Context: an optimization exercise on an open-source flow, tuned for small area. The choices shown serve that exercise and are no tape-out recipe.
In this exercise RTL edits were held to simulation tests only and were not proved equivalent to the original.
The clock port is modelled as an ideal driver; clocking choices that lean on that would not hold on a real chip.
Power and IR drop assume default switching activity.

$ cat flow/design.v
`timescale 1ns/100ps
module sync_fifo (in,out,clk,rst,is_full,is_empty,rd_en,wr_en,x_dest,y_dest);
	parameter depth=4, data_width=8,nbit=$clog2(depth),addr_width=3;
	localparam W = data_width+2*addr_width;
	input [W-1:0] in;
	output [addr_width-1:0] x_dest;
	output [addr_width-1:0] y_dest;
	output [W-1:0] out;
	input clk;
	input rst;
	output reg is_full;
	output reg is_empty;
	input rd_en;
	input wr_en;
	reg [W-1:0] mem [0:3];
	reg [1:0] head;
	reg [1:0] tail;
	reg popped;
	reg zero;
	wire wa = wr_en & ~is_full;
	wire ra = rd_en & ~is_empty;
	wire [3:0] wslot = {head == 2'b10, head == 2'b11, head == 2'b01, head == 2'b00};
	wire [3:0] front = {tail == 2'b10, tail == 2'b11, tail == 2'b01, tail == 2'b00};
	wire head_meets_tail = (head[0] == tail[1]) & (head[1] != tail[0]);
	wire tail_meets_head = (tail[0] == head[1]) & (tail[1] != head[0]);
	genvar k;
	generate for (k = 0; k < 4; k = k + 1) begin : g_slot
		always @(posedge clk)
			if (wa & wslot[k])
				mem[k] <= in;
	end endgenerate
	wire [3:0] sel = zero ? 4'b0000 : popped ? {front[0], front[3:1]} : front;
	wire [W-1:0] head_flit;
	assign head_flit = ({W{front[0]}} & mem[0]) | ({W{front[1]}} & mem[1]) |
	                   ({W{front[2]}} & mem[2]) | ({W{front[3]}} & mem[3]);
	assign out = ({W{sel[0]}} & mem[0]) | ({W{sel[1]}} & mem[1]) |
	             ({W{sel[2]}} & mem[2]) | ({W{sel[3]}} & mem[3]);
	assign x_dest = head_flit[data_width+addr_width-1:data_width];
	assign y_dest = head_flit[W-1:data_width+addr_width];
	always @(posedge clk) begin
		zero <= rst;
		popped <= ra;
		head[1] <= ~rst & (wa ? head[0] : head[1]);
		head[0] <= ~rst & (wa ? ~head[1] : head[0]);
		tail[1] <= ~rst & (ra ? tail[0] : tail[1]);
		tail[0] <= ~rst & (ra ? ~tail[1] : tail[0]);
		is_empty <= rst | (~wa & (ra ? tail_meets_head : is_empty));
		is_full <= ~rst & ~ra & (wa ? head_meets_tail : is_full);
	end
endmodule
module fifo (in,out,clk,rst,rd_en,wr_en,is_full,is_empty,x_dest,y_dest);
	parameter n_input=5, data_width=8, addr_width=3;
	input [n_input*(data_width+2*addr_width)-1:0] in;
	input [n_input-1:0] rd_en;
	input [n_input-1:0] wr_en;
	input clk;
	input rst;
	output [n_input*(data_width+2*addr_width)-1:0] out;
	output [n_input-1:0] is_full;
	output [n_input-1:0] is_empty;
	output [n_input*addr_width-1:0] x_dest;
	output [n_input*addr_width-1:0] y_dest;
	localparam W = data_width+2*addr_width;
	genvar i;
	generate for (i = 0; i < n_input; i = i + 1) begin : g_ch
		sync_fifo ch (.in(in[i*W +: W]),.out(out[i*W +: W]),.clk(clk),.rst(rst),.is_full(is_full[i]),.is_empty(is_empty[i]),.rd_en(rd_en[i]),.wr_en(wr_en[i]),.x_dest(x_dest[i*addr_width +: addr_width]),.y_dest(y_dest[i*addr_width +: addr_width]));
	end endgenerate
endmodule
$ cat flow/flow/run.sh
#!/bin/bash
# The standard ORFS layout (standard.sh) with area-oriented changes:
#  - after floorplan, the combinational logic of the standard synthesis is
#    replaced by a hand-written gate-level mapping (handmap.tcl); the
#    registers are kept as synthesized
#  - before repair_design, every combinational cell takes its smallest
#    equivalent size (downsize.tcl); repair_design then fixes slew/cap
#  - ports are buffered with buf_1
#  - the clock tree uses clkbuf_4 leaf clusters and no dummy loads
# make's full output goes to standard.log; ORFS keeps each step's log under orfs/logs.
set -e
here=$(pwd)
export POST_FLOORPLAN_TCL=$here/flow/handmap.tcl
export PRE_RESIZE_TCL=$here/flow/downsize.tcl
export BUFFER_PORTS_ARGS="-buffer_cell sky130_fd_sc_hd__buf_1"
export CTS_ARGS="-sink_clustering_enable -repair_clock_nets -dont_use_dummy_load -buf_list {sky130_fd_sc_hd__clkbuf_4} -sink_clustering_size 10 -sink_clustering_max_diameter 60"
bash standard.sh CORE_UTILIZATION=60 SLEW_MARGIN=5 CAP_MARGIN=5 finish > standard.log 2>&1
$ cat flow/flow/downsize.tcl
# Give every combinational cell its smallest equivalent; repair_design runs next.
sta::make_equiv_cells [get_libs *]
set n 0
foreach inst [get_cells *] {
  set lc [get_lib_cells -of_objects $inst]
  if {$lc eq "NULL" || $lc eq ""} continue
  set nm [get_name $lc]
  if {[string match "*df*" $nm] || [string match "*dl*" $nm]} continue
  set best $lc
  set ba [get_property $lc area]
  foreach c [sta::find_equiv_cells $lc] {
    if {$c eq "NULL" || $c eq ""} continue
    set cn [get_name $c]
    if {[lsearch -exact $::env(DONT_USE_CELLS) $cn] >= 0} continue
    if {[string match "*lpflow*" $cn] || [string match "*probe*" $cn]} continue
    set a [get_property $c area]
    if {$a < $ba} { set best $c; set ba $a }
  }
  if {$best != $lc} { replace_cell $inst $best; incr n }
}
puts "downsize: resized $n instances"
$ cat flow/flow/handmap.tcl
# Gate-level mapping of the combinational logic of fifo (rtl/fifo.sv), written
# out by hand for area. It replaces every combinational cell of the standard
# synthesis; the registers (their names and cell types) are kept as they are.
# Each channel's logic follows the equations in rtl/fifo.sv:
#   wa = wr_en & ~is_full, ra = rd_en & ~is_empty
#   slot k is written when wa and head is at k (Gray order 00, 01, 11, 10)
#   head/tail step in Gray order, 0 on reset
#   is_empty' = rst | ~wa & (is_empty | rd_en & (tail + 1 == head))
#   is_full'  = ~rst & ~ra & (is_full | wr_en & (head + 1 == tail))
#   popped' = ra, zero' = rst
#   x/y: 4-way AND-OR of the slots by the decoded tail (front)
#   out: 4-way AND-OR of the slots by sel = zero ? 0 : popped ? front-1 : front
# A 4-way AND-OR is a222oi + nand2 + nand2.

namespace eval hm {
  variable blk
  variable db
  variable uid 0
}

proc hm::net {} {
  variable blk
  variable uid
  incr uid
  return [odb::dbNet_create $blk "hm_n$uid"]
}

# make a cell: master suffix, list of pin net pairs; returns the output net
# (made here when the output pin is given as "")
proc hm::cell {type pins} {
  variable blk
  variable db
  variable uid
  incr uid
  set m [$db findMaster sky130_fd_sc_hd__$type]
  if {$m eq "NULL"} { error "handmap: no master $type" }
  set inst [odb::dbInst_create $blk $m "hm_g$uid"]
  set outnet ""
  foreach {pin n} $pins {
    if {$n eq ""} { set n [hm::net] }
    set it [$inst findITerm $pin]
    if {$it eq "NULL"} { error "handmap: $type has no pin $pin" }
    $it connect $n
    if {[$it isOutputSignal]} { set outnet $n }
  }
  return $outnet
}

proc hm::port {name} {
  variable blk
  set bt [$blk findBTerm $name]
  if {$bt eq "NULL"} { error "handmap: no port $name" }
  return [$bt getNet]
}

proc hm::ff {name} {
  variable blk
  set inst [$blk findInst $name]
  if {$inst eq "NULL"} { error "handmap: no register $name" }
  return $inst
}

proc hm::q {inst} { return [[$inst findITerm Q] getNet] }

proc hm::drive {inst pin n} {
  set it [$inst findITerm $pin]
  if {[$it getNet] ne "NULL"} { $it disconnect }
  $it connect $n
}

# 4-way AND-OR: s0 d0 | s1 d1 | s2 d2 | s3 d3 onto net out (made if "")
proc hm::andor4 {s d out} {
  set y [hm::cell a222oi_1 [list A1 [lindex $s 0] A2 [lindex $d 0] B1 [lindex $s 1] B2 [lindex $d 1] C1 [lindex $s 2] C2 [lindex $d 2] Y ""]]
  set n [hm::cell nand2_1 [list A [lindex $s 3] B [lindex $d 3] Y ""]]
  return [hm::cell nand2_1 [list A $y B $n Y $out]]
}

proc hm::run {} {
  variable blk
  variable db
  set db [ord::get_db]
  set blk [ord::get_db_block]
  set W 14

  # drop the synthesized combinational logic
  set nkeep 0
  set ndel 0
  foreach inst [$blk getInsts] {
    set m [[$inst getMaster] getName]
    if {$m eq "sky130_fd_sc_hd__edfxtp_1" || $m eq "sky130_fd_sc_hd__dfxtp_1"} {
      incr nkeep
      foreach it [$inst getITerms] {
        if {[$it isInputSignal] && [[$it getMTerm] getName] ne "CLK"} {
          if {[$it getNet] ne "NULL"} { $it disconnect }
        }
      }
    } else {
      odb::dbInst_destroy $inst
      incr ndel
    }
  }
  puts "handmap: kept $nkeep registers, removed $ndel cells"

  set rst [hm::port rst]
  set zff [hm::ff {g_ch\[4\].ch.zero$_DFF_P_}]
  hm::drive $zff D $rst
  set z [hm::q $zff]
  set nrst [hm::cell inv_1 [list A $rst Y ""]]

  for {set c 0} {$c < 5} {incr c} {
    set p "g_ch\\\[$c\\\].ch."
    set wr [hm::port "wr_en\[$c\]"]
    set rd [hm::port "rd_en\[$c\]"]
    foreach r {head\\\[1\\\] head\\\[0\\\] tail\\\[1\\\] tail\\\[0\\\] is_empty is_full popped} v {h1 h0 t1 t0 E F P} {
      set ff($v) [hm::ff "${p}${r}\$_DFF_P_"]
    }
    # the flags drive their ports directly
    foreach v {E F} port [list "is_empty\[$c\]" "is_full\[$c\]"] {
      set it [$ff($v) findITerm Q]
      set old [$it getNet]
      $it disconnect
      set pn [hm::port $port]
      foreach bt [$old getBTerms] { }
      $it connect $pn
      if {[llength [$old getITerms]] == 0 && [llength [$old getBTerms]] == 0} { odb::dbNet_destroy $old }
    }
    foreach v {h1 h0 t1 t0 E F P} { set s($v) [hm::q $ff($v)] }
    set nh1 [hm::cell inv_1 [list A $s(h1) Y ""]]
    set nh0 [hm::cell inv_1 [list A $s(h0) Y ""]]
    set nt1 [hm::cell inv_1 [list A $s(t1) Y ""]]
    set nt0 [hm::cell inv_1 [list A $s(t0) Y ""]]
    set wa [hm::cell nor2b_1 [list A $s(F) B_N $wr Y ""]]
    set ra [hm::cell nor2b_1 [list A $s(E) B_N $rd Y ""]]
    set wan [hm::cell inv_1 [list A $wa Y ""]]
    set ran [hm::cell inv_1 [list A $ra Y ""]]
    # write enables
    set u1 [hm::cell nand2_1 [list A $wa B $s(h1) Y ""]]
    set u0 [hm::cell nand2_1 [list A $wa B $nh1 Y ""]]
    set we(0) [hm::cell nor2_1 [list A $u0 B $s(h0) Y ""]]
    set we(1) [hm::cell nor2_1 [list A $u0 B $nh0 Y ""]]
    set we(2) [hm::cell nor2_1 [list A $u1 B $nh0 Y ""]]
    set we(3) [hm::cell nor2_1 [list A $u1 B $s(h0) Y ""]]
    # pointers
    hm::cell a221oi_1 [list A1 $nh0 A2 $wa B1 $nh1 B2 $wan C1 $rst Y [set d [hm::net]]]
    hm::drive $ff(h1) D $d
    hm::cell a221oi_1 [list A1 $s(h1) A2 $wa B1 $nh0 B2 $wan C1 $rst Y [set d [hm::net]]]
    hm::drive $ff(h0) D $d
    hm::cell a221oi_1 [list A1 $nt0 A2 $ra B1 $nt1 B2 $ran C1 $rst Y [set d [hm::net]]]
    hm::drive $ff(t1) D $d
    hm::cell a221oi_1 [list A1 $s(t1) A2 $ra B1 $nt0 B2 $ran C1 $rst Y [set d [hm::net]]]
    hm::drive $ff(t0) D $d
    # flags: x1 & x2 is tail + 1 == head, ~x1 & ~x2 is head + 1 == tail
    set x1 [hm::cell xnor2_1 [list A $s(t0) B $s(h1) Y ""]]
    set x2 [hm::cell xor2_1 [list A $s(t1) B $s(h0) X ""]]
    set g1 [hm::cell a31oi_1 [list A1 $rd A2 $x1 A3 $x2 B1 $s(E) Y ""]]
    hm::cell o21ai_0 [list A1 $wa A2 $g1 B1 $nrst Y [set d [hm::net]]]
    hm::drive $ff(E) D $d
    set hm [hm::cell nor2_1 [list A $x1 B $x2 Y ""]]
    set g2 [hm::cell a21oi_1 [list A1 $wr A2 $hm B1 $s(F) Y ""]]
    hm::cell nor3_1 [list A $rst B $ra C $g2 Y [set d [hm::net]]]
    hm::drive $ff(F) D $d
    hm::drive $ff(P) D $ra
    # front (tail) decode and the slot out reads
    set f0 [hm::cell nor2_1 [list A $s(t1) B $s(t0) Y ""]]
    set f1 [hm::cell nor2_1 [list A $s(t1) B $nt0 Y ""]]
    set f2 [hm::cell nor2_1 [list A $nt1 B $nt0 Y ""]]
    set f3 [hm::cell nor2_1 [list A $nt1 B $s(t0) Y ""]]
    set f [list $f0 $f1 $f2 $f3]
    set sa [hm::cell nor2_1 [list A $z B $s(P) Y ""]]
    set sb [hm::cell nor2b_1 [list A $z B_N $s(P) Y ""]]
    set sel {}
    for {set k 0} {$k < 4} {incr k} {
      lappend sel [hm::cell a22o_1 [list A1 $sa A2 [lindex $f $k] B1 $sb B2 [lindex $f [expr {($k + 1) % 4}]] X ""]]
    }
    # storage
    for {set b 0} {$b < $W} {incr b} {
      set inn [hm::port "in\[[expr {$c * $W + $b}]\]"]
      set d {}
      for {set k 0} {$k < 4} {incr k} {
        set mf [hm::ff "${p}mem\\\[$k\\\]\\\[$b\\\]\$_DFFE_PP_"]
        hm::drive $mf D $inn
        hm::drive $mf DE $we($k)
        lappend d [hm::q $mf]
      }
      hm::andor4 $sel $d [hm::port "out\[[expr {$c * $W + $b}]\]"]
      if {$b >= 8 && $b < 11} {
        hm::andor4 $f $d [hm::port "x_dest\[[expr {$c * 3 + $b - 8}]\]"]
      } elseif {$b >= 11} {
        hm::andor4 $f $d [hm::port "y_dest\[[expr {$c * 3 + $b - 11}]\]"]
      }
    }
  }

  # nets left without connections
  set nd 0
  foreach n [$blk getNets] {
    if {[llength [$n getITerms]] == 0 && [llength [$n getBTerms]] == 0} {
      odb::dbNet_destroy $n
      incr nd
    }
  }
  puts "handmap: removed $nd unconnected nets"
}

hm::run
$ cat flow/standard.sh
#!/bin/bash
# synth_recipe.tcl (not shown) runs the flow's synth.tcl, then flattens the netlist and writes it again
# the make line also repeats each setting of config.mk as NAME=value (left out here)
make -C /OpenROAD-flow-scripts/flow DESIGN_CONFIG=/design/flow/config.mk WORK_HOME=/design/flow/orfs CLKGATE_MAP_FILE= SYNTH_SCRIPT=/design/flow/synth_recipe.tcl "${@:-finish}"
$ cat flow/config.mk
export PLATFORM = sky130hd
export DESIGN_NAME = fifo
export DESIGN_NICKNAME = fifo
export VERILOG_FILES = /design/flow/design.v
export SDC_FILE = /design/flow/constraint.sdc
export NUM_CORES = 4
export LEC_CHECK = 0
export CAP_MARGIN = 20
export CORE_MARGIN = 2
export CORE_UTILIZATION = 40
export SLEW_MARGIN = 20
$ cat flow/constraint.sdc
create_clock -name core_clock -period 8.0 [get_ports {clk}]
set_input_delay 1.6000 -clock core_clock [delete_from_list [all_inputs] [get_ports {clk}]]
set_output_delay 1.6000 -clock core_clock [all_outputs]
set_load 0.01 [all_outputs]
==> metrics.md, run 1 <==
| Metric | Value |
|---|---|
| Final GP Congestion | around 0.83 |
| First-pass GRT wire length | 41300 µm |
| 1st-pass router iterations | 10 |
| Static leakage | 0.00445 µW |
| Flop pwr share | 64.5% |
| I/O Pins | 192 |
| Post-layout util | 54.7% |
| Largest net degree at the start of global routing | 28 |
| CP Cell Sequence | inv_1, nor2_1, a22o_1, a222oi_1, nand2_1, buf_1 |
| Rel. slew slack | 13.2% |
| Average wire per standard cell | ~20 µm |
| Pwr Density | about 220 nW/µm² |
| CP top delay family | compound AO/OA/AOI/OAI gates |
| CP arrival | 2.76 ns |
| Final TNS setup | 0 ns |
| Status | no timing/DRC/antenna violations |
| Commonest non-fill, non-tap cell in the layout | edfxtp_1 |
| Post-synth ARST share | 0% |
| CTS Root Cell | clkbuf_4 |
| Via count | 7826 |
| CP max stage cell | a22o_1 |
| Synthesis-to-layout area growth | -10.7% |
| Final worst path period need | roughly 4.4 ns |
| IO buf count | 191 |
| Setup slack, reg-to-reg | 5.78 ns |
| Seq cells post-synth | between 300 and 400 |
| Clk sinks | 316 |
| Share of total power in the clock network | 23.1% |
| Detail Route Antenna Nets | 0 |
| Worst-path maximum fanout | 14 |
| Final Skew | 0.0230 ns |
| CTS H-tree depth | 2 |
| Post-synth EDFFs | between 200 and 300 |
| GR Overflow Total | 0 |
| Number of hold buffers added after cts | 0 |
| Die Span X | around 160 µm |
| Drt drc | 0 |
| Top FF cell, synth | edfxtp_1 |
| Worst-skew pair later-pin latency | 0.62 ns |
| Max Buffers Root-to-Sink | 3 |
| Sequential element share of the synthesized area | between 60% and 70% |
| Layout cells sized above 1 | between 3 and 4% |
| CTS tree | done |
| GRT Util Overall | 20.2% |
| Switching pwr | 759 µW |
| Post-CTS Setup Bufs | 0 |
| Max Fclk | 229 MHz |
| Post-Synthesis Cells | 1118 |
| Commonest cells after routing, fill and taps aside | 280 x edfxtp_1, 210 x nand2_1, 191 x buf_1 |
| Syn Area/Cell | 13.4 µm² |
| Hpwl dp | 17400 µm |
| Startpoint class of the critical path | flop |
| Total power | 2980 µW |
| Syn Nets | 1200 |
| Fin crit share | approximately 55% |
| Post-Route WL | 26700 µm |
| Combinational share of power | 12.4% |
| Initial DRC count | 905 |
| Clk slew on worst S/H paths | 0.10 ns |
| Number of global-route vias before repair | 7775 |
| Core area | 24400 µm² |
| Via-to-Cell Ratio | 5.73 |
| Initial core utilization | 61.2% |
| Site Rows | 57 |
| Initial antenna violation count | 2 |
| Die Height | 162 µm |
| Final setup margin | approximately 3.6 ns |
| Total of max-cap violations | 0 |
| Resized cells post-CTS | 0 |
| Hold WC Path Type | reg2reg |
| Final-report hold violation count | 0 |
| Synthesis Warnings | 2 |
| Max incr delay on CP | 0.62 ns |
| Worst slew pin tran | 1.30 ns |
| Post-layout nets | 1123 |
| Die footprint | about 26000 µm² |
| CP Class | reg2out |
| Peak VDD IR | 0.137 mV |
| Final Slew Violations | 0 |
| Post-Syn Area | about 15000 µm² |
| Sw Share | 25.5% |
| RSZ-0062 raised after global routing | false |
| CP Capture Type | output port |
| Crit path buf inv count | 2 |
| Worst path required time | between 6 and 7 ns |
| Distinct cells, synth | a little over 40 |
| Place WS | about 4.3 ns |
| Int Power | 2220 µW |
| # setup viols final | 0 |
| Num CTS Buffers | 37 |
-- worst paths after layout --
kind	from	endpoint	cells after the start
worst max-delay path	g_ch[0].ch.tail[0]	out[11]	6
worst min-delay path	g_ch[4].ch.is_empty	g_ch[4].ch.popped	1
worst min register to register	g_ch[4].ch.is_empty	g_ch[4].ch.popped	1
worst max register to register	g_ch[1].ch.is_full	g_ch[1].ch.mem[1][6]	4
-- layer usage --
| metal | vias up | share of wire, % | track usage, % |
|---|---|---|---|
| li1 | 3682 | - | - |
| met5 | - | 0 | 0 |
| met2 | 317 | 48 | 32.8 |
| met4 | 0 | 2.4 | 6.48 |
| met1 | 3774 | 43 | 27.8 |
| met3 | 53 | 7.1 | 3.70 |
-- sequential cells by signal, indices dropped and copies added (netlist names) --
signal	flops
g_ch.ch.head	10
g_ch.ch.is_full	5
g_ch.ch.zero	1
g_ch.ch.is_empty	5
g_ch.ch.tail	10
g_ch.ch.mem	280
g_ch.ch.popped	5
-- cells by family (layout without fill, tap and decap cells) --
logic type	Yosys count	count (layout)	synth area share, %
simple gates	168	280	5.59
flops	316	316	61.1
buf+inv	104	278	3.63
xor+xnor	14	10	0.821
mux	176	0	14.8
other cells	0	2	0
compound gates	340	155	14.1
-- cell type report --
class                      instances  area [µm²]
sequential                       316        9130
timing repair buffer             210         788
antenna                            2        5.00
inverter                          31         116
multi-input combinational        445        2620
tap                              324         405
fill                            2074       11000
clock buffer                      37         278
-- power by group through the flow --
stage / Sequential, µW / Combinational [µW] / Clock, µW
floorplan: 1930 / 301 / 0
global placement: 1960 / 373 / 0
detailed placement: 1960 / 371 / 0
CTS: 1920 / 372 / 720
global route: 1930 / 410 / 777
finish: 1920 / 370 / 687
-- Yosys cell counts, types with 4 or more instances --
master | count | area, µm²
a22o_1 | 41 | 359
mux2_2 | 51 | 574
nand3_1 | 31 | 155
o211ai_1 | 15 | 113
nor2_1 | 38 | 143
inv_1 | 5 | 18.8
buf_2 | 37 | 185
a21oi_1 | 127 | 636
a221o_1 | 8 | 80.1
xor2_1 | 9 | 78.8
o21ai_0 | 73 | 365
nand2b_1 | 7 | 43.8
clkbuf_1 | 32 | 120
buf_4 | 22 | 165
xnor2_1 | 5 | 43.8
edfxtp_1 | 280 | 8410
buf_1 | 5 | 18.8
a22oi_1 | 42 | 315
nor3_1 | 15 | 75.1
mux4_2 | 29 | 653
nor2b_1 | 15 | 93.8
a31oi_1 | 14 | 87.6
and3_1 | 5 | 31.3
o22ai_1 | 4 | 25.0
nand2_1 | 44 | 165
mux2i_1 | 95 | 951
a21o_1 | 10 | 75.1
dfxtp_1 | 36 | 721
-- through the flow --
step                hold WS, ns  instances  cell area (µm²)
detailed placement        0.503       1326            13100
global route              0.553       1364            13300
CTS                       0.529       1363            13300
finish                    0.518       1365            13300
floorplan                 0.468       1118            14900
global placement          0.503       1326            13100
==> inputs of run 2 (changes only) <==
--- a/flow/flow/run.sh
+++ b/flow/flow/run.sh
@@ -16,2 +16,2 @@
 export CTS_ARGS="-sink_clustering_enable -repair_clock_nets -dont_use_dummy_load -buf_list {sky130_fd_sc_hd__clkbuf_4} -sink_clustering_size 10 -sink_clustering_max_diameter 60"
-bash standard.sh CORE_UTILIZATION=60 SLEW_MARGIN=5 CAP_MARGIN=5 finish > standard.log 2>&1
+bash standard.sh CORE_UTILIZATION=72 SLEW_MARGIN=5 CAP_MARGIN=5 finish > standard.log 2>&1
==> metrics.md, run 2 <==
| Metric | Value |
|---|---|
| Total power | 2970 µW (was 2980 µW) |
| Compound-gate portion of the synthesized area | 14.1% (unchanged) |
| Max Buffers Root-to-Sink | 3 (unchanged) |
| Hold path cells | 1 (unchanged) |
| Num CTS Buffers | 37 (unchanged) |
| CP Class | reg2out (unchanged) |
| Die footprint | 21900 µm² (was 26200 µm²) |
| Initial antenna violation count | 3 (was 2) |
| Die Span X | 148 µm (was 162 µm) |
| Top post-synthesis cells by area | edfxtp_1 56%, mux2i_1 6.4%, dfxtp_1 4.8% (unchanged) |
| CP max stage cell | a22o_1 (unchanged) |
| Syn Area/Cell | 13.4 µm² (unchanged) |
| Max FFs per register | 280 (unchanged) |
| XOR/XNOR share of the synthesized area | 0.821% (unchanged) |
| Average wire per standard cell | 20.3 µm (was 19.6 µm) |
| Largest registers | g_ch.ch.mem (280), g_ch.ch.head (10), g_ch.ch.tail (10) (unchanged) |
| Initial core utilization | 73.6% (was 61.2%) |
| Clk sinks | 316 (unchanged) |
| Peak VDD IR | 0.156 mV (was 0.137 mV) |
| Final Skew | 0.0336 ns (was 0.0230 ns) |
| First-pass GRT wire length | 40600 µm (was 41300 µm) |
| Final TNS setup | 0 ns (unchanged) |
| CP Capture Type | output port (unchanged) |
| Sw Share | 25.3% (was 25.5%) |
| Syn Nets | 1200 (unchanged) |
| Final Slew Violations | 0 (unchanged) |
| Via count | 7957 (was 7826) |
| Worst-path maximum fanout | 14 (unchanged) |
| Max Fclk | 224 MHz (was 229 MHz) |
| CTS H-tree depth | 2 (unchanged) |
| I/O Pins | 192 (unchanged) |
| Clk slew on worst S/H paths | 0.10 ns (about the same) |
| Detail Route Antenna Nets | 0 (unchanged) |
| Number of global-route vias before repair | 7935 (was 7775) |
| Layout cells sized above 1 | 3.55% (was 3.75%) |
| CP top delay family | compound AO/OA/AOI/OAI gates (unchanged) |
| Simple-gate share of the synthesized area | 5.59% (unchanged) |
| Hpwl dp | 16900 µm (was 17400 µm) |
| Largest net degree at the start of global routing | 28 (unchanged) |
| Core area | 20300 µm² (was 24400 µm²) |
| Drt drc | 0 (unchanged) |
| Final-report hold violation count | 0 (unchanged) |
| Worst r2r path cells | 4 (unchanged) |
| Status | no timing/DRC/antenna violations (unchanged) |
| Final GP Congestion | 0.807 (was 0.832) |
| Combinational share of power | 12.6% (was 12.4%) |
| Switching pwr | 750 µW (was 759 µW) |
| Post-synth ARST share | 0% (unchanged) |
| Critical R2R Capture | g_ch[1].ch.mem[1][13] (was g_ch[1].ch.mem[1][6]) |
| Int Power | 2220 µW (about the same) |
| Fin crit share | 55.8% (was 54.5%) |
| # setup viols final | 0 (unchanged) |
| Number of hold buffers added after cts | 0 (unchanged) |
| Most frequent cell after synthesis | edfxtp_1 (unchanged) |
| Via-to-Cell Ratio | 6.06 (was 5.73) |
| Worst-skew pair later-pin latency | 0.62 ns (about the same) |
| Synth Area in Adders | 0% (unchanged) |
| Commonest cells in the netlist | 280 x edfxtp_1, 127 x a21oi_1, 95 x mux2i_1 (unchanged) |
| Synthesis-to-layout area growth | -11.1% (was -10.7%) |
| CTS Root Cell | clkbuf_4 (unchanged) |
| Cell taking the most area after synthesis | edfxtp_1 (unchanged) |
| Post-Synthesis Cells | 1118 (unchanged) |
| RSZ-0062 raised after global routing | false (unchanged) |
| Reg with most FFs | g_ch.ch.mem (unchanged) |
| Commonest non-fill, non-tap cell in the layout | edfxtp_1 (unchanged) |
| Worst path required time | 6.40 ns (about the same) |
| GR Overflow Total | 0 (unchanged) |
| Hold Crit Endpoint | g_ch[4].ch.popped (unchanged) |
| GRT Util Overall | 23.8% (was 20.2%) |
| Static leakage | 0.00445 µW (about the same) |
| CTS tree | done (unchanged) |
| Max incr delay on CP | 0.67 ns (was 0.62 ns) |
| CP arrival | 2.87 ns (was 2.76 ns) |
| Initial DRC count | 942 (was 905) |
| Post-Syn Area | 14900 µm² (unchanged) |
| Post-Route WL | 26600 µm (was 26700 µm) |
| Post-layout nets | 1125 (was 1123) |
| Setup slack, reg-to-reg | 5.96 ns (was 5.78 ns) |
| Share of the synthesized area in the top cell type | 56.3% (unchanged) |
| Seq cells post-synth | 316 (unchanged) |
| IO buf count | 191 (unchanged) |
| Post-CTS Setup Bufs | 0 (unchanged) |
| Hold WC Path Type | reg2reg (unchanged) |
| CP Cell Sequence | inv_1, nor2_1, a22o_1, a222oi_1, nand2_1, buf_1 (unchanged) |
| Share of total power in the clock network | 22.7% (was 23.1%) |
| Resized cells post-CTS | 0 (unchanged) |
| Startpoint class of the critical path | flop (unchanged) |
| Top FF cell, synth | edfxtp_1 (unchanged) |
| Final worst path period need | 4.47 ns (was 4.36 ns) |
| Post-synth EDFFs | 280 (unchanged) |
| Crit path buf inv count | 2 (unchanged) |
| FILL cells | 1564 (was 2074) |
| Rel. slew slack | 15.5% (was 13.2%) |
| Distinct cells, synth | 41 (unchanged) |
| Sequential element share of the synthesized area | 61.1% (unchanged) |
| Reg2reg start | g_ch[1].ch.is_full (unchanged) |
| HP Start | g_ch[4].ch.is_empty (unchanged) |
| Commonest cells after routing, fill and taps aside | 280 x edfxtp_1, 210 x nand2_1, 191 x buf_1 (unchanged) |
| Mux contribution to synthesized area | 14.8% (unchanged) |
| Die Height | 148 µm (was 162 µm) |
| Largest family of logic cells by synthesized area | multiplexers (unchanged) |
| Total of max-cap violations | 0 (unchanged) |
| Flop pwr share | 64.7% (was 64.5%) |
| Pwr Density | 223 nW/µm² (about the same) |
| 1st-pass router iterations | 9 (was 10) |
| Worst slew pin tran | 1.27 ns (was 1.30 ns) |
| Synthesis Warnings | 2 (unchanged) |
| Site Rows | 52 (was 57) |
[run 2: cell counts after synthesis]
Identical to the previous run, type by type.
[run 2: logic make-up (layout without fill, tap and decap cells)]
logic type	count (synthesis)	count (layout)
mux	176	0
compound gates	340	155
simple gates	168	280
xor+xnor	14	10
other cells	0	3
flops	316	316
buf+inv	104	280
[run 2: stage by stage]
stage / instances / worst slack [ns] / util (%) / area (µm²) / hold WS [ns]
after floorplan: 1118 / 4.76 / - / 14900 / 0.468
after global placement: 1274 / 4.29 / 64.4 / 13100 / 0.499
after detailed placement: 1274 / 4.29 / 64.0 / 13000 / 0.499
after CTS: 1311 / 3.55 / 65.4 / 13300 / 0.515
after global routing: 1312 / 3.33 / 65.4 / 13300 / 0.538
final: 1314 / 3.53 / 65.4 / 13300 / 0.500
[run 2: power by group through the flow]
stage	clock [µW]	sequential [µW]	combinational (µW)
finish	674	1920	373
floorplan	0	1930	301
global placement	0	1950	367
detailed placement	0	1960	371
CTS	695	1920	373
global route	762	1930	409
[run 2: worst max-delay path by stage]
| stage | start | to | depth (start not counted) |
|---|---|---|---|
| 2_1_floorplan | wr_en[0] | g_ch[0].ch.mem[3][0] | 2 |
| 3_3_place_gp | g_ch[4].ch.tail[0] | out[65] | 6 |
| 3_5_place_dp | g_ch[4].ch.tail[0] | out[65] | 6 |
| 4_1_cts | g_ch[4].ch.tail[1] | out[65] | 6 |
| 5_1_grt | g_ch[4].ch.tail[1] | out[67] | 6 |
| 6_report | g_ch[4].ch.tail[0] | out[67] | 6 |
[run 2: cell type report]
cell class / count / area [µm²] / area share, %
antenna: 3 / 7.51 / 0.0565
clock buffer: 37 / 278 / 2.09
inverter: 31 / 116 / 0.876
multi-input combinational: 445 / 2620 / 19.7
sequential: 316 / 9130 / 68.7
tap: 270 / 338 / 2.54
timing repair buffer: 212 / 796 / 5.99
[run 2: per-layer routing]
metal	part of all wire (%)	global-route usage [%]	vias up
li1	-	-	3685
met1	38	30.3	3839
met2	50	40.2	396
met3	10	6.60	37
met4	1.6	6.95	0
met5	0	0	-
==> inputs of run 3 (changes only) <==
--- a/flow/flow/run.sh
+++ b/flow/flow/run.sh
@@ -15,3 +15,3 @@
 export BUFFER_PORTS_ARGS="-buffer_cell sky130_fd_sc_hd__buf_1"
-export CTS_ARGS="-sink_clustering_enable -repair_clock_nets -dont_use_dummy_load -buf_list {sky130_fd_sc_hd__clkbuf_4} -sink_clustering_size 10 -sink_clustering_max_diameter 60"
+export CTS_ARGS="-sink_clustering_enable -repair_clock_nets -dont_use_dummy_load -buf_list {sky130_fd_sc_hd__clkbuf_4} -sink_clustering_size 9 -sink_clustering_max_diameter 50"
 bash standard.sh CORE_UTILIZATION=72 SLEW_MARGIN=5 CAP_MARGIN=5 finish > standard.log 2>&1
==> metrics.md, run 3 <==
| Metric | Value |
|---|---|
| Status | no timing/DRC/antenna violations (unchanged) |
| CP Cell Sequence | inv_1, nor2_1, a22o_1, a222oi_1, nand2_1, buf_1 (unchanged) |
| GR Overflow Total | 0 (unchanged) |
| Worst-path maximum fanout | 14 (unchanged) |
| Rel. slew slack | 14.7% (was 15.5%) |
| Drt drc | 0 (unchanged) |
| Clk sinks | 316 (unchanged) |
| Peak VDD IR | 0.142 mV (was 0.156 mV) |
| IO buf count | 191 (unchanged) |
| Max FFs per register | 280 (unchanged) |
| Layout cells sized above 1 | 3.92% (was 3.55%) |
| Largest net degree at the start of global routing | 28 (unchanged) |
| Post-layout util | 65.6% (was 65.4%) |
| Final worst path period need | 4.46 ns (was 4.47 ns) |
| Distinct cells, synth | 41 (unchanged) |
| Post-Synthesis Cells | 1118 (unchanged) |
| Die Height | 148 µm (unchanged) |
| Post-layout nets | 1129 (was 1125) |
| Via count | 8045 (was 7957) |
| CP top delay family | compound AO/OA/AOI/OAI gates (unchanged) |
| Max incr delay on CP | 0.65 ns (was 0.67 ns) |
| Post-synth ARST share | 0% (unchanged) |
| Number of hold buffers added after cts | 0 (unchanged) |
| RSZ-0062 raised after global routing | false (unchanged) |
| Clk slew on worst S/H paths | 0.10 ns (about the same) |
| Die footprint | 21900 µm² (unchanged) |
| Commonest non-fill, non-tap cell in the layout | edfxtp_1 (unchanged) |
| Most frequent cell after synthesis | edfxtp_1 (unchanged) |
| Max Fclk | 224 MHz (about the same) |
| Max Buffers Root-to-Sink | 3 (unchanged) |
| # setup viols final | 0 (unchanged) |
| CTS H-tree depth | 2 (unchanged) |
| Top post-synthesis cells by area | edfxtp_1 56%, mux2i_1 6.4%, dfxtp_1 4.8% (unchanged) |
| CTS Root Cell | clkbuf_4 (unchanged) |
| Syn Area/Cell | 13.4 µm² (unchanged) |
| Total power | 2990 µW (was 2970 µW) |
| Hold WC Path Type | reg2reg (unchanged) |
| Num CTS Buffers | 41 (was 37) |
| Crit path buf inv count | 2 (unchanged) |
| Top FF cell, synth | edfxtp_1 (unchanged) |
| Worst path required time | 6.40 ns (about the same) |
| Post-Syn Area | 14900 µm² (unchanged) |
| Initial core utilization | 73.6% (unchanged) |
| Share of the synthesized area in the top cell type | 56.3% (unchanged) |
| Largest registers | g_ch.ch.mem (280), g_ch.ch.head (10), g_ch.ch.tail (10) (unchanged) |
| Initial antenna violation count | 3 (unchanged) |
| Hpwl dp | 16900 µm (unchanged) |
| Final GP Congestion | 0.807 (unchanged) |
| Fin crit share | 55.7% (was 55.8%) |
| Startpoint class of the critical path | flop (unchanged) |
| First-pass GRT wire length | 40700 µm (was 40600 µm) |
| Via-to-Cell Ratio | 6.10 (was 6.06) |
| Post-placement cell count | 1274 (unchanged) |
| CP Class | reg2out (unchanged) |
| Average wire per standard cell | 20.3 µm (about the same) |
| Cell taking the most area after synthesis | edfxtp_1 (unchanged) |
| Static leakage | 0.00447 µW (was 0.00445 µW) |
| Resized cells post-CTS | 0 (unchanged) |
| Initial DRC count | 947 (was 942) |
| Synthesis Warnings | 2 (unchanged) |
| CTS tree | done (unchanged) |
| Total of max-cap violations | 0 (unchanged) |
| Pwr Density | 225 nW/µm² (was 223 nW/µm²) |
| Syn Nets | 1200 (unchanged) |
| Final Skew | 0.0534 ns (was 0.0336 ns) |
| Post-Route WL | 26800 µm (was 26600 µm) |
| Post-Layout Cell Count | 1318 (was 1314) |
| Hold Slack | 0.533 ns (was 0.500 ns) |
| Number of global-route vias before repair | 7929 (was 7935) |
| Reg with most FFs | g_ch.ch.mem (unchanged) |
| Final TNS setup | 0 ns (unchanged) |
| Post-synth EDFFs | 280 (unchanged) |
| CP Capture Type | output port (unchanged) |
| Site Rows | 52 (unchanged) |
| Final Slew Violations | 0 (unchanged) |
| Post-CTS Setup Bufs | 0 (unchanged) |
| I/O Pins | 192 (unchanged) |
| Die Span X | 148 µm (unchanged) |
| Commonest cells after routing, fill and taps aside | 280 x edfxtp_1, 210 x nand2_1, 191 x buf_1 (unchanged) |
| CP arrival | 2.86 ns (was 2.87 ns) |
| Worst slew pin tran | 1.28 ns (was 1.27 ns) |
| Worst-skew pair later-pin latency | 0.65 ns (was 0.62 ns) |
| GRT Util Overall | 23.9% (was 23.8%) |
| Setup slack, reg-to-reg | 5.93 ns (was 5.96 ns) |
| CP max stage cell | a22o_1 (unchanged) |
| Synthesis-to-layout area growth | -10.9% (was -11.1%) |
| Sequential element share of the synthesized area | 61.1% (unchanged) |
| Detail Route Antenna Nets | 0 (unchanged) |
| Final-report hold violation count | 0 (unchanged) |
| Seq cells post-synth | 316 (unchanged) |
| 1st-pass router iterations | 10 (was 9) |
| Commonest cells in the netlist | 280 x edfxtp_1, 127 x a21oi_1, 95 x mux2i_1 (unchanged) |
| Core area | 20300 µm² (unchanged) |
run 3: cell count changes in the layout (fill, tap and decap cells not counted):
cell	delta
clkbuf_4	+4
run 3: cells by family after synthesis:
kind of cell / synth area share [%]
compound gates: 14.1
xor+xnor: 0.821
simple gates: 5.59
mux: 14.8
buf+inv: 3.63
flops: 61.1
run 3: layer usage:
metal  GRT usage (%)  vias up  share of wire [%]
met5               0        -                  0
met4            7.52        0                1.8
met3            6.76       44                9.7
met2            39.9      421                 50
met1            30.5     3897                 39
li1                -     3683                  -
run 3: final timing paths:
kind                            cells after the start               start                    to
worst max-delay path                                6  g_ch[4].ch.tail[1]               out[67]
worst min-delay path                                2  g_ch[1].ch.is_full    g_ch[1].ch.is_full
worst max register to register                      4  g_ch[1].ch.is_full  g_ch[1].ch.mem[1][1]
worst min register to register                      2  g_ch[1].ch.is_full    g_ch[1].ch.is_full
run 3: power breakdown:
part           total, µW  internal, µW  switching (µW)
clock                699           237             462
sequential          1920          1880            36.7
combinational        373           119             254
run 3: worst register-to-register path, stage by stage, from the launching register on:
cell      delay, ns
dfxtp_1        0.33
nor2b_1        0.33
nand2_1        0.14
nor2_1         0.13
clkbuf_1       0.75
run 3: cell type report:
type                            instances  area, µm²
Tap cell                              270        338
Multi-Input combinational cell        445       2620
Antenna cell                            3       7.51
Fill cell                            1571       6990
Inverter                               31        116
Timing Repair Buffer                  212        796
Sequential cell                       316       9130
Clock buffer                           41        308
run 3: through the flow:
step	setup slack, ns	area [µm²]
3_3_place_gp	4.29	13100
6_report	3.54	13300
3_5_place_dp	4.29	13000
5_1_grt	3.30	13300
2_1_floorplan	4.76	14900
4_1_cts	3.53	13300
==> inputs of run 4 (changes only) <==
--- a/flow/flow/run.sh
+++ b/flow/flow/run.sh
@@ -15,3 +15,3 @@
 export BUFFER_PORTS_ARGS="-buffer_cell sky130_fd_sc_hd__buf_1"
-export CTS_ARGS="-sink_clustering_enable -repair_clock_nets -dont_use_dummy_load -buf_list {sky130_fd_sc_hd__clkbuf_4} -sink_clustering_size 9 -sink_clustering_max_diameter 50"
+export CTS_ARGS="-sink_clustering_enable -repair_clock_nets -dont_use_dummy_load -buf_list {sky130_fd_sc_hd__clkbuf_4} -sink_clustering_size 10 -sink_clustering_max_diameter 60"
 bash standard.sh CORE_UTILIZATION=72 SLEW_MARGIN=5 CAP_MARGIN=5 finish > standard.log 2>&1
--- a/flow/flow/handmap.tcl
+++ b/flow/flow/handmap.tcl
@@ -136,8 +136,6 @@
     # write enables
-    set u1 [hm::cell nand2_1 [list A $wa B $s(h1) Y ""]]
-    set u0 [hm::cell nand2_1 [list A $wa B $nh1 Y ""]]
-    set we(0) [hm::cell nor2_1 [list A $u0 B $s(h0) Y ""]]
-    set we(1) [hm::cell nor2_1 [list A $u0 B $nh0 Y ""]]
-    set we(2) [hm::cell nor2_1 [list A $u1 B $nh0 Y ""]]
-    set we(3) [hm::cell nor2_1 [list A $u1 B $s(h0) Y ""]]
+    set we(0) [hm::cell and3_1 [list A $wa B $nh1 C $nh0 X ""]]
+    set we(1) [hm::cell and3_1 [list A $wa B $nh1 C $s(h0) X ""]]
+    set we(2) [hm::cell and3_1 [list A $wa B $s(h1) C $s(h0) X ""]]
+    set we(3) [hm::cell and3_1 [list A $wa B $s(h1) C $nh0 X ""]]
     # pointers
==> metrics.md, run 4 <==
| Metric | Value |
|---|---|
| Status | no timing/DRC/antenna violations (unchanged) |
| CTS H-tree depth | 2 (unchanged) |
| Num CTS Buffers | 37 (was 41) |
| Critical R2R Capture | g_ch[3].ch.mem[1][4] (was g_ch[1].ch.mem[1][1]) |
| Post-Synthesis Cells | 1118 (unchanged) |
| Cell taking the most area after synthesis | edfxtp_1 (unchanged) |
| RSZ-0062 raised after global routing | false (unchanged) |
| CP max stage cell | a22o_1 (unchanged) |
| Max FFs per register | 280 (unchanged) |
| Syn Nets | 1200 (unchanged) |
| Sequential element share of the synthesized area | 61.1% (unchanged) |
| Seq cells post-synth | 316 (unchanged) |
| First-pass GRT wire length | 41400 µm (was 40700 µm) |
| Pwr Density | 224 nW/µm² (was 225 nW/µm²) |
| Final instance area | 13200 µm² (was 13300 µm²) |
| Worst path required time | 6.40 ns (about the same) |
| Clk sinks | 316 (unchanged) |
| Via count | 7954 (was 8045) |
| Layout cells sized above 1 | 3.66% (was 3.92%) |
| Final Slew Violations | 0 (unchanged) |
| Syn Area/Cell | 13.4 µm² (unchanged) |
| 1st-pass router iterations | 9 (was 10) |
| Post-layout util | 65.1% (was 65.6%) |
| Rel. slew slack | 13.5% (was 14.7%) |
| Final GP Congestion | 0.896 (was 0.807) |
| CTS Root Cell | clkbuf_4 (unchanged) |
| # setup viols final | 0 (unchanged) |
| Max incr delay on CP | 0.67 ns (was 0.65 ns) |
| Hold path cells | 1 (was 2) |
| Reg2reg start | g_ch[3].ch.is_full (was g_ch[1].ch.is_full) |
| GR Overflow Total | 0 (unchanged) |
| Final Skew | 0.0339 ns (was 0.0534 ns) |
| Initial DRC count | 981 (was 947) |
| Worst r2r path cells | 2 (was 4) |
| Hold WC Path Type | reg2reg (unchanged) |
| Total of max-cap violations | 0 (unchanged) |
| Worst slew pin tran | 1.30 ns (was 1.28 ns) |
| FILL cells | 1541 (was 1571) |
| CP arrival | 2.86 ns (about the same) |
| Commonest cells after routing, fill and taps aside | 280 x edfxtp_1, 200 x nand2_1, 191 x buf_1 (was 280 x edfxtp_1, 210 x nand2_1, 191 x buf_1) |
| Number of hold buffers added after cts | 0 (unchanged) |
| Worst-skew pair later-pin latency | 0.62 ns (was 0.65 ns) |
| Distinct cells, synth | 41 (unchanged) |
| Commonest cells in the netlist | 280 x edfxtp_1, 127 x a21oi_1, 95 x mux2i_1 (unchanged) |
| Die Height | 148 µm (unchanged) |
| IO buf count | 191 (unchanged) |
| Worst-path maximum fanout | 14 (unchanged) |
| Most frequent cell after synthesis | edfxtp_1 (unchanged) |
| HP Start | g_ch[1].ch.is_empty (was g_ch[1].ch.is_full) |
| Drt drc | 0 (unchanged) |
| Top post-synthesis cells by area | edfxtp_1 56%, mux2i_1 6.4%, dfxtp_1 4.8% (unchanged) |
| Post-layout nets | 1095 (was 1129) |
| Initial core utilization | 73.6% (unchanged) |
| Die Span X | 148 µm (unchanged) |
| CTS tree | done (unchanged) |
| Site Rows | 52 (unchanged) |
| Final-report hold violation count | 0 (unchanged) |
| Max Fclk | 224 MHz (about the same) |
| Placed inst area | 12900 µm² (was 13000 µm²) |
| Commonest non-fill, non-tap cell in the layout | edfxtp_1 (unchanged) |
| Average wire per standard cell | 20.9 µm (was 20.3 µm) |
| CP Class | reg2out (unchanged) |
| Synthesis-to-layout area growth | -11.5% (was -10.9%) |
| Share of the synthesized area in the top cell type | 56.3% (unchanged) |
| Post-Syn Area | 14900 µm² (unchanged) |
| Synthesis Warnings | 2 (unchanged) |
| Hpwl dp | 17400 µm (was 16900 µm) |
| Final worst path period need | 4.46 ns (about the same) |
| Die footprint | 21900 µm² (unchanged) |
| Setup slack, reg-to-reg | 6.13 ns (was 5.93 ns) |
| Post-synth EDFFs | 280 (unchanged) |
| I/O Pins | 192 (unchanged) |
| Post-CTS Setup Bufs | 0 (unchanged) |
| Hold Crit Endpoint | g_ch[1].ch.popped (was g_ch[1].ch.is_full) |
| Post-Route WL | 26800 µm (about the same) |
| Reg with most FFs | g_ch.ch.mem (unchanged) |
| Number of global-route vias before repair | 7812 (was 7929) |
| Post-synth ARST share | 0% (unchanged) |
| Startpoint class of the critical path | flop (unchanged) |
| Peak VDD IR | 0.143 mV (was 0.142 mV) |
| Static leakage | 0.00448 µW (was 0.00447 µW) |
| CP Capture Type | output port (unchanged) |
| Via-to-Cell Ratio | 6.19 (was 6.10) |
| Fin crit share | 55.7% (about the same) |
| Resized cells post-CTS | 0 (unchanged) |
| Max Buffers Root-to-Sink | 3 (unchanged) |
| Largest net degree at the start of global routing | 28 (unchanged) |
| CP Cell Sequence | inv_1, nor2_1, a22o_1, a222oi_1, nand2_1, buf_1 (unchanged) |
| Detail Route Antenna Nets | 0 (unchanged) |
| GRT Util Overall | 24.3% (was 23.9%) |
| Core area | 20300 µm² (unchanged) |
| Top FF cell, synth | edfxtp_1 (unchanged) |
| Initial antenna violation count | 3 (unchanged) |
| Final TNS setup | 0 ns (unchanged) |
| Crit path buf inv count | 2 (unchanged) |
| CP top delay family | compound AO/OA/AOI/OAI gates (unchanged) |
| Largest registers | g_ch.ch.mem (280), g_ch.ch.head (10), g_ch.ch.tail (10) (unchanged) |
| Hold Slack | 0.525 ns (was 0.533 ns) |
| Clk slew on worst S/H paths | 0.10 ns (about the same) |
==> run 4: cell counts after synthesis <==
No cell type changed its count.
==> run 4: stage by stage <==
| step | total power (µW) | worst slack [ns] | std cells |
|---|---|---|---|
| 2_1_floorplan | 2230 | 4.76 | 1118 |
| 3_3_place_gp | 2310 | 4.26 | 1244 |
| 3_5_place_dp | 2320 | 4.24 | 1244 |
| 4_1_cts | 2980 | 3.53 | 1281 |
| 5_1_grt | 3090 | 3.31 | 1283 |
| 6_report | 2950 | 3.54 | 1285 |
==> run 4: worst max path at each step <==
stage	slack (ns)	cells after the start	end	from
2_1_floorplan	4.76	2	g_ch[0].ch.mem[3][0]	wr_en[0]
3_3_place_gp	4.26	6	out[54]	g_ch[3].ch.tail[1]
3_5_place_dp	4.24	6	out[65]	g_ch[4].ch.tail[1]
4_1_cts	3.53	6	out[19]	g_ch[1].ch.tail[1]
5_1_grt	3.31	6	out[19]	g_ch[1].ch.tail[1]
6_report	3.54	6	out[58]	g_ch[4].ch.tail[1]
==> run 4: final cells by class <==
type | instances | area (µm²) | share of cell area, %
inverters | 31 | 116 | 0.880
multi-input cells | 435 | 2630 | 19.9
flip-flops and latches | 316 | 9130 | 69.1
clock buffers | 37 | 278 | 2.10
well taps | 270 | 338 | 2.56
diodes | 4 | 10.0 | 0.0757
repair buffers | 192 | 721 | 5.45
==> run 4: kinds of logic after synthesis <==
group | share of synthesized area, %
multiplexers | 14.8
flip-flops | 61.1
AO/OA/AOI/OAI | 14.1
XOR/XNOR | 0.821
buffers and inverters | 3.63
AND/OR/NAND/NOR | 5.59
==> run 4: report_power, final <==
| part | internal (µW) | total (µW) | switching (µW) |
|---|---|---|---|
| logic | 118 | 366 | 248 |
| clock network | 215 | 666 | 452 |
| registers | 1880 | 1920 | 38.0 |
| total | 2220 | 2950 | 738 |
==> run 4: layer usage <==
layer,routed length [µm],track usage [%],vias to the layer above
met3,2950,7.19,36
li1,-,-,3639
met2,12800,38.8,448
met4,446,6.48,0
met5,0,0,-
met1,10600,33.1,3831
==> inputs of run 5 (changes only) <==
==> flow/flow/run.sh (replaced) <==
#!/bin/bash
# The standard ORFS layout (standard.sh) with area-oriented changes:
#  - after floorplan, the combinational logic of the standard synthesis is
#    replaced by a hand-written gate-level mapping (handmap.tcl); the
#    registers are kept as synthesized
#  - before repair_design, every combinational cell takes its smallest
#    equivalent size (downsize.tcl); repair_design then fixes slew/cap
#  - ports are buffered with buf_1
#  - the clock tree uses clkbuf_4 leaf clusters and no dummy loads; after
#    placement, trial trees (cts_trial.tcl) pick the largest cluster size whose
#    estimated flip-flop clock-pin slew stays at or under 118 ps
# Each tool's full output goes to a log here: standard_place.log, cts_trial_N.log,
# standard.log; ORFS keeps each step's log under orfs/logs.
set -e
here=$(pwd)
export POST_FLOORPLAN_TCL=$here/flow/handmap.tcl
export PRE_RESIZE_TCL=$here/flow/downsize.tcl
export BUFFER_PORTS_ARGS="-buffer_cell sky130_fd_sc_hd__buf_1"
settings="CORE_UTILIZATION=72 SLEW_MARGIN=5 CAP_MARGIN=5"
bash standard.sh $settings place > standard_place.log 2>&1

res=$here/orfs/results/sky130hd/fifo/base
export TRIAL_LIB=$FLOW_HOME/platforms/sky130hd/lib/sky130_fd_sc_hd__tt_025C_1v80.lib
export TRIAL_ODB=$res/3_place.odb
export TRIAL_SDC=$res/3_place.sdc
export TRIAL_RC=$FLOW_HOME/platforms/sky130hd/setRC.tcl
export TRIAL_DONT_USE="sky130_fd_sc_hd__probe_p_8 sky130_fd_sc_hd__probec_p_8"
base="-sink_clustering_enable -repair_clock_nets -dont_use_dummy_load -buf_list {sky130_fd_sc_hd__clkbuf_4}"
best="$base -sink_clustering_size 9 -sink_clustering_max_diameter 50"
best_area=1000000
n=0
for cand in "13 60" "12 70" "12 60" "11 60" "10 60"; do
  set -- $cand
  n=$((n + 1))
  args="$base -sink_clustering_size $1 -sink_clustering_max_diameter $2"
  TRIAL_CTS_ARGS="$args" openroad -no_init -exit $here/flow/cts_trial.tcl > cts_trial_$n.log 2>&1 || continue
  line=$(grep '^TRIAL ' cts_trial_$n.log | tail -1 || true)
  area=$(echo "$line" | cut -d' ' -f2)
  slew=$(echo "$line" | cut -d' ' -f3)
  [[ -n "$slew" ]] || continue
  echo "trial $n: $args -> area $area slew $slew" >> cts_trials.txt
  if awk -v s="$slew" -v a="$area" -v b="$best_area" 'BEGIN { exit !(s <= 0.118 && a < b) }'; then
    best="$args"
    best_area=$area
  fi
done
echo "chosen: $best" >> cts_trials.txt
export CTS_ARGS="$best"
bash standard.sh $settings finish > standard.log 2>&1
==> flow/flow/cts_trial.tcl (new file) <==
# Trial clock tree on the placed design: prints the clock buffer area and the
# largest flip-flop clock-pin slew for the clock_tree_synthesis arguments in
# $::env(TRIAL_CTS_ARGS). Nothing is written back.
read_liberty $::env(TRIAL_LIB)
read_db $::env(TRIAL_ODB)
read_sdc $::env(TRIAL_SDC)
source $::env(TRIAL_RC)
proc carea {} {
  set a 0
  foreach i [[ord::get_db_block] getInsts] {
    set m [$i getMaster]
    set a [expr {$a + [$m getWidth] * [$m getHeight] / 1e6}]
  }
  return $a
}
set a0 [carea]
set_dont_use $::env(TRIAL_DONT_USE)
repair_clock_inverters
eval clock_tree_synthesis $::env(TRIAL_CTS_ARGS)
set_propagated_clock [all_clocks]
estimate_parasitics -placement
set worst 0
foreach p [get_pins -hierarchical */CLK] {
  foreach s [list [get_property $p slew_max_rise] [get_property $p slew_max_fall]] {
    if {$s > $worst} { set worst $s }
  }
}
puts "TRIAL [expr {[carea] - $a0}] $worst"
==> metrics.md, run 5 <==
| Metric | Value |
|---|---|
| Largest family of logic cells by synthesized area | multiplexers (unchanged) |
| Number of hold buffers added after cts | 0 (unchanged) |
| CTS tree | done (unchanged) |
| Switching pwr | 740 µW (was 738 µW) |
| Flop pwr share | 65.4% (was 65.1%) |
| Worst path required time | 6.40 ns (about the same) |
| Initial antenna violation count | 3 (unchanged) |
| CP Capture Type | output port (unchanged) |
| Hpwl dp | 17400 µm (unchanged) |
| Final Slew Violations | 0 (unchanged) |
| Total of max-cap violations | 0 (unchanged) |
| Final GP Congestion | 0.896 (unchanged) |
| Sw Share | 25.2% (was 25.0%) |
| Peak VDD IR | 0.136 mV (was 0.143 mV) |
| Reg2reg start | g_ch[2].ch.is_full (was g_ch[3].ch.is_full) |
| Reg with most FFs | g_ch.ch.mem (unchanged) |
| Resized cells post-CTS | 0 (unchanged) |
| CP Class | reg2out (unchanged) |
| GR Overflow Total | 0 (unchanged) |
| Final TNS setup | 0 ns (unchanged) |
| Place WS | 4.24 ns (unchanged) |
| Pwr Density | 223 nW/µm² (was 224 nW/µm²) |
| Final worst path period need | 4.43 ns (was 4.46 ns) |
| Post-layout nets | 1092 (was 1095) |
| FILL cells | 1525 (was 1541) |
| Largest net degree at the start of global routing | 28 (unchanged) |
| Fin crit share | 55.4% (was 55.7%) |
| Commonest cells after routing, fill and taps aside | 280 x edfxtp_1, 200 x nand2_1, 191 x buf_1 (unchanged) |
| Sequential element share of the synthesized area | 61.1% (unchanged) |
| Post-Synthesis Cells | 1118 (unchanged) |
| Die Span X | 148 µm (unchanged) |
| Syn Area/Cell | 13.4 µm² (unchanged) |
| Post-CTS Setup Bufs | 0 (unchanged) |
| Share of the synthesized area in the top cell type | 56.3% (unchanged) |
| Final instance area | 13200 µm² (about the same) |
| Worst-path maximum fanout | 14 (unchanged) |
| IO buf count | 191 (unchanged) |
| Mux contribution to synthesized area | 14.8% (unchanged) |
| Initial core utilization | 73.6% (unchanged) |
| Share of total power in the clock network | 22.1% (was 22.5%) |
| Syn Nets | 1200 (unchanged) |
| Int Power | 2200 µW (was 2220 µW) |
| Post-synth EDFFs | 280 (unchanged) |
| I/O Pins | 192 (unchanged) |
| Distinct cells, synth | 41 (unchanged) |
| Placed inst area | 12900 µm² (unchanged) |
| Post-Layout Cell Count | 1282 (was 1285) |
| Synth Area in Adders | 0% (unchanged) |
| Seq cells post-synth | 316 (unchanged) |
| Static leakage | 0.00447 µW (was 0.00448 µW) |
| Startpoint class of the critical path | flop (unchanged) |
| GRT Util Overall | 24.2% (was 24.3%) |
| Most frequent cell after synthesis | edfxtp_1 (unchanged) |
| Clk slew on worst S/H paths | 0.12 ns (was 0.10 ns) |
| RSZ-0062 raised after global routing | false (unchanged) |
| CP top delay family | compound AO/OA/AOI/OAI gates (unchanged) |
| Cell taking the most area after synthesis | edfxtp_1 (unchanged) |
| Die Height | 148 µm (unchanged) |
| Via count | 7904 (was 7954) |
| Drt drc | 0 (unchanged) |
| Largest registers | g_ch.ch.mem (280), g_ch.ch.head (10), g_ch.ch.tail (10) (unchanged) |
| Max FFs per register | 280 (unchanged) |
| Worst slew pin tran | 1.29 ns (was 1.30 ns) |
| Synthesis-to-layout area growth | -11.6% (was -11.5%) |
| Post-Syn Area | 14900 µm² (unchanged) |
| Post-synth ARST share | 0% (unchanged) |
| Final setup margin | 3.57 ns (was 3.54 ns) |
| Post-layout util | 65.0% (was 65.1%) |
| Rel. slew slack | 13.7% (was 13.5%) |
| Post-Route WL | 26900 µm (was 26800 µm) |
| Max Fclk | 225 MHz (was 224 MHz) |
| HP Start | g_ch[1].ch.is_empty (unchanged) |
| Crit path buf inv count | 2 (unchanged) |
| Num CTS Buffers | 34 (was 37) |
| Combinational share of power | 12.5% (was 12.4%) |
| Worst r2r path cells | 2 (unchanged) |
| Commonest non-fill, non-tap cell in the layout | edfxtp_1 (unchanged) |
| Hold WC Path Type | reg2reg (unchanged) |
| Initial DRC count | 1098 (was 981) |
| Synthesis Warnings | 2 (unchanged) |
| Via-to-Cell Ratio | 6.17 (was 6.19) |
| Top post-synthesis cells by area | edfxtp_1 56%, mux2i_1 6.4%, dfxtp_1 4.8% (unchanged) |
| XOR/XNOR share of the synthesized area | 0.821% (unchanged) |
| Simple-gate share of the synthesized area | 5.59% (unchanged) |
| Critical R2R Capture | g_ch[2].ch.mem[3][4] (was g_ch[3].ch.mem[1][4]) |
| Final Skew | 0.0235 ns (was 0.0339 ns) |
| Average wire per standard cell | 21.0 µm (was 20.9 µm) |
| Number of global-route vias before repair | 7750 (was 7812) |
| Final-report hold violation count | 0 (unchanged) |
| Worst-skew pair later-pin latency | 0.61 ns (was 0.62 ns) |
| Status | no timing/DRC/antenna violations (unchanged) |
| Post-placement cell count | 1244 (unchanged) |
| Setup slack, reg-to-reg | 6.12 ns (was 6.13 ns) |
| CP Cell Sequence | inv_1, nor2_1, a22o_1, a222oi_1, nand2_1, buf_1 (unchanged) |
| Clk sinks | 316 (unchanged) |
| Core area | 20300 µm² (unchanged) |
| CP arrival | 2.83 ns (was 2.86 ns) |
| 1st-pass router iterations | 8 (was 9) |
| Hold path cells | 1 (unchanged) |
| # setup viols final | 0 (unchanged) |
| Compound-gate portion of the synthesized area | 14.1% (unchanged) |
| Commonest cells in the netlist | 280 x edfxtp_1, 127 x a21oi_1, 95 x mux2i_1 (unchanged) |
| Max incr delay on CP | 0.70 ns (was 0.67 ns) |
| Detail Route Antenna Nets | 0 (unchanged) |
| Site Rows | 52 (unchanged) |
| Hold Crit Endpoint | g_ch[1].ch.popped (unchanged) |
| CP max stage cell | a22o_1 (unchanged) |
| Die footprint | 21900 µm² (unchanged) |
| Layout cells sized above 1 | 3.37% (was 3.66%) |
| Top FF cell, synth | edfxtp_1 (unchanged) |
| First-pass GRT wire length | 41300 µm (was 41400 µm) |
[run 5: metal layers]
layer	vias to the layer above	wire (µm)	global-route usage (%)
met5	-	0	0
met1	3840	10800	33.4
met4	0	481	6.00
met3	40	2770	6.88
li1	3629	-	-
met2	395	12800	38.6
[run 5: per-stage QoR]
| step | hold WS [ns] | power [µW] |
|---|---|---|
| finish | 0.524 | 2940 |
| global route | 0.545 | 3070 |
| CTS | 0.516 | 2960 |
| detailed placement | 0.496 | 2320 |
| global placement | 0.485 | 2310 |
| floorplan | 0.468 | 2230 |
[run 5: power by group through the flow]
stage          sequential, µW  combinational (µW)  clock, µW
6_report                 1920                 367        651
3_5_place_dp             1960                 365          0
4_1_cts                  1920                 366        671
2_1_floorplan            1930                 301          0
5_1_grt                  1930                 402        737
3_3_place_gp             1960                 356          0
[run 5: logic make-up (layout without fill, tap and decap cells)]
kind of cell	Yosys count	count (layout)
AOI/OAI and AO/OA	340	155
xor gates and xnor gates	14	10
buffers and inverters	104	257
DFF	316	316
muxes	176	0
other	0	4
and+or+nand+nor	168	270
[run 5: worst max-delay path by stage]
stage,from,to,slack [ns],cells past startpoint
global placement,g_ch[3].ch.tail[1],out[54],4.26,6
floorplan,wr_en[0],g_ch[0].ch.mem[3][0],4.76,2
finish,g_ch[4].ch.tail[1],out[65],3.57,6
CTS,g_ch[4].ch.tail[1],out[65],3.51,6
detailed placement,g_ch[4].ch.tail[1],out[65],4.24,6
global route,g_ch[4].ch.tail[0],out[60],3.30,6
[run 5: layout make-up, clock buffers not listed]
cell class	count	area, µm²	share of cell area, %
flip-flops and latches	316	9130	69.2
multi-input cells	435	2630	19.9
repair buffers	192	721	5.46
well taps	270	338	2.56
inverters	31	116	0.882
diodes	4	10.0	0.0759

-- static timing again, ports no longer ideal --
Ports are ideal in the flow. The routed layouts listed here were re-timed in OpenROAD.
Step 1 (the two cells are an assumption about what drives the block):
set clk [get_ports {clk}]
set_driving_cell -lib_cell sky130_fd_sc_hd__clkbuf_16 $clk
set_driving_cell -lib_cell sky130_fd_sc_hd__buf_2 [delete_from_list [all_inputs] $clk]
Step 2, shift: input delay + t, output delay - t, t = (earliest + latest rising clock arrival at the registers) / 2. This alone moves slack from input paths to output paths.
Three values: ideal ports, drivers, drivers and shift; two values: the first two.
run | shift t [ns] | setup WS [ns] | hold WS [ns] | worst setup path at the end
run 1 | 0.650 | 3.640 / 3.598 / 4.248 | 0.518 / 0.518 / 0.518 | register to output
run 2 | 0.663 | 3.533 / 3.492 / 4.155 | 0.500 / 0.500 / 0.500 | register to output
run 3 | 0.662 | 3.542 / 3.505 / 4.167 | 0.533 / 0.533 / 0.533 | register to output
run 4 | 0.645 | 3.544 / 3.502 / 4.147 | 0.525 / 0.525 / 0.525 | register to output
run 5 | 0.643 | 3.565 / 3.526 / 4.169 | 0.524 / 0.524 / 0.524 | register to output
After both steps setup and hold are still met in every run listed.
